From an optimization exercise on the open Yosys and OpenROAD flow, aimed at small area; shortcuts taken in it are not production practice. At most, simulation tests tie the RTL to the original design; equivalence was not proved. No activity file was given, so power comes from the tool's default toggle rates.

run A:
Design C10LP_TOP, start of the top module:
module C10LP_TOP
(
	input SYS_CLK50M,
	input USER_PB0,
	input GPIO1,
	output ARDUINO_IO12,
	output ARDUINO_IO13
);
==> flow/config.mk <==
export PLATFORM = sky130hd
export DESIGN_NAME = C10LP_TOP
export DESIGN_NICKNAME = C10LP_TOP
export VERILOG_FILES = /design/flow/design.v
export SDC_FILE = /design/flow/constraint.sdc
export NUM_CORES = 4
export LEC_CHECK = 0
export CAP_MARGIN = 20
export CORE_MARGIN = 2
export CORE_UTILIZATION = 40
export CTS_BUF_LIST = sky130_fd_sc_hd__clkbuf_16
export CTS_CLUSTER_DIAMETER = 80
export CTS_CLUSTER_SIZE = 30
export SLEW_MARGIN = 20
==> flow/constraint.sdc <==
create_clock -name core_clock -period 20.0 [get_ports {SYS_CLK50M}]
set_input_delay 4.0000 -clock core_clock [delete_from_list [all_inputs] [get_ports {SYS_CLK50M}]]
set_output_delay 4.0000 -clock core_clock [all_outputs]
set_load 0.01 [all_outputs]
run.sh (not shown) runs the stock make flow with config.mk's settings and CLKGATE_MAP_FILE= SYNTH_SCRIPT=/design/flow/synth_recipe.tcl, a recipe that flattens the netlist after the stock synthesis.
Run A: done, clean on timing, DRC and antenna
diff inputs: run A => run B
Settings: a change of CORE_UTILIZATION from 40 to 60; an added PLACE_DENSITY of 0.75.
Results
- The higher number of vias in the routed layout of run B and run A is in run B.
- Summary of the comparison: sequential share of layout area is higher in run B, relative to run A.
- Run B vs run A: global placement routability congestion up by a few percent
- [compare] base=run A new=run B: routed wire length higher, final period utilization flat.
- Run B reached the final stage; the timing, DRC and antenna checks on its layout passed.
- Between run A and run B, the clock-cell share of area figures differ only marginally.
- Status: total power parity (run A, run B)
Setup changes, run B to run C
Settings: changing CTS_CLUSTER_SIZE from 30 to 34; changing CTS_CLUSTER_DIAMETER from 80 to 60; changing PLACE_DENSITY from 0.75 to 0.9.
Combinational share of power delta (run B -> run C): insignificant
Diff run B -> run C: final core utilization now sits higher; post-route standard cell area excluding fillers higher; setup slack down 0.032 ns.
Comparing run B and run C, the lower met1 global-route usage was measured on run C.

========
== before ==
Starting RTL as in the previous note.
Design C10LP_TOP, start of the top module:
module C10LP_TOP
(
	input SYS_CLK50M,
	input USER_PB0,
	input GPIO1,
	output ARDUINO_IO12,
	output ARDUINO_IO13
);
Settings: LEC_CHECK=0, CAP_MARGIN=20, CORE_MARGIN=2, CORE_UTILIZATION=40, CTS_BUF_LIST=sky130_fd_sc_hd__clkbuf_16, CTS_CLUSTER_DIAMETER=100, CTS_CLUSTER_SIZE=36, SLEW_MARGIN=20; clock period 20.0 ns.
For after, these inputs were changed with respect to before:
# before
export LEC_CHECK = 0
export CAP_MARGIN = 20
export CORE_MARGIN = 2
export CORE_UTILIZATION = 40
export CTS_BUF_LIST = sky130_fd_sc_hd__clkbuf_16
export CTS_CLUSTER_DIAMETER = 100
export CTS_CLUSTER_SIZE = 36
export SLEW_MARGIN = 20
create_clock -name core_clock -period 20.0 [get_ports {SYS_CLK50M}]
# after
export LEC_CHECK = 0
export CAP_MARGIN = 20
export CORE_MARGIN = 2
export CORE_UTILIZATION = 40
export CTS_BUF_LIST = sky130_fd_sc_hd__clkbuf_8
export CTS_CLUSTER_DIAMETER = 60
export CTS_CLUSTER_SIZE = 16
export SLEW_MARGIN = 20
create_clock -name core_clock -period 20.0 [get_ports {SYS_CLK50M}]
Per the comparison of after with before, share of total power in the clock network rose by 0.8 points; mux contribution to synthesized area stayed essentially flat; count of non-filler cells in the finished layout rose by 1.8%. Against before, after reports a total global routing track utilization that is higher. The number of filler cells placed in the layout was comparable across before and after. Post-route core utilization up 0.21 points in after wrt before. Comparing ratio of final minimum period to clock period for before and after, the smaller number came from before.

========
Another version of the RTL of C10LP_TOP (not shown whole).
Size: ~330 flip-flops, roughly 5 I/O pins, roughly 9300 µm² of cells after synthesis.
Settings: LEC_CHECK=0, CAP_MARGIN=20, CORE_MARGIN=2, CORE_UTILIZATION=40, CTS_BUF_LIST=sky130_fd_sc_hd__clkbuf_8, CTS_CLUSTER_DIAMETER=60, CTS_CLUSTER_SIZE=16, SLEW_MARGIN=20; clock period 20.0 ns.
Then changed:
CTS_BUF_LIST = sky130_fd_sc_hd__clkbuf_16   (was sky130_fd_sc_hd__clkbuf_8)
CTS_CLUSTER_DIAMETER = 80   (was 60)
CTS_CLUSTER_SIZE = 30   (was 16)
Synthesized cell count does not change.
Area after synthesis stays the same.
Power went up slightly.
Final area stays flat.
First-iteration DRC count went down by a little under a tenth.
Cell count went down slightly.
No functional check of the RTL was part of any run of this note.

[separate check: timing with driven ports]
Ports are ideal in the flow. The routed layouts listed here were re-timed in OpenROAD.
Step 1: set_driving_cell puts a clkbuf_16 on SYS_CLK50M and a buf_2 on each other input, an assumption about the parent block.
Step 2 times the ports against the registers' clock, not the clock port: input delays grow and output delays shrink by t, the midpoint of the rising clock arrivals with the driver on.
Three values: no drivers, after step 1, after step 2; two values: the first two.
run | shift t [ns] | setup WS [ns] | hold WS [ns] | clock arrival spread, ns | slew at the worst register clock pin (ns)
run A | 0.523 | 14.614 / 14.571 / 15.006 | 0.315 / 0.315 / 0.315 | 0.031 / 0.032 | 0.11 / 0.11
run B | 0.516 | 14.633 / 14.591 / 14.985 | 0.329 / 0.329 / 0.329 | 0.015 / 0.015 | 0.11 / 0.11
run C | 0.519 | 14.602 / 14.563 / 15.034 | 0.334 / 0.334 / 0.334 | 0.015 / 0.016 | 0.11 / 0.11
before | 0.521 | 14.613 / 14.570 / 14.983 | 0.323 / 0.323 / 0.323 | 0.031 / 0.032 | 0.13 / 0.13
after | 0.568 | 14.566 / 14.529 / 15.006 | 0.309 / 0.309 / 0.309 | 0.036 / 0.036 | 0.10 / 0.10
the first run of note 3 | 0.581 | 13.113 / 13.073 / 13.654 | 0.320 / 0.320 / 0.320 | 0.035 / 0.034 | 0.10 / 0.10
the second run of note 3 | 0.534 | 13.180 / 13.137 / 13.671 | 0.328 / 0.328 / 0.328 | 0.033 / 0.033 | 0.11 / 0.11
After both steps every run listed still meets setup and hold.
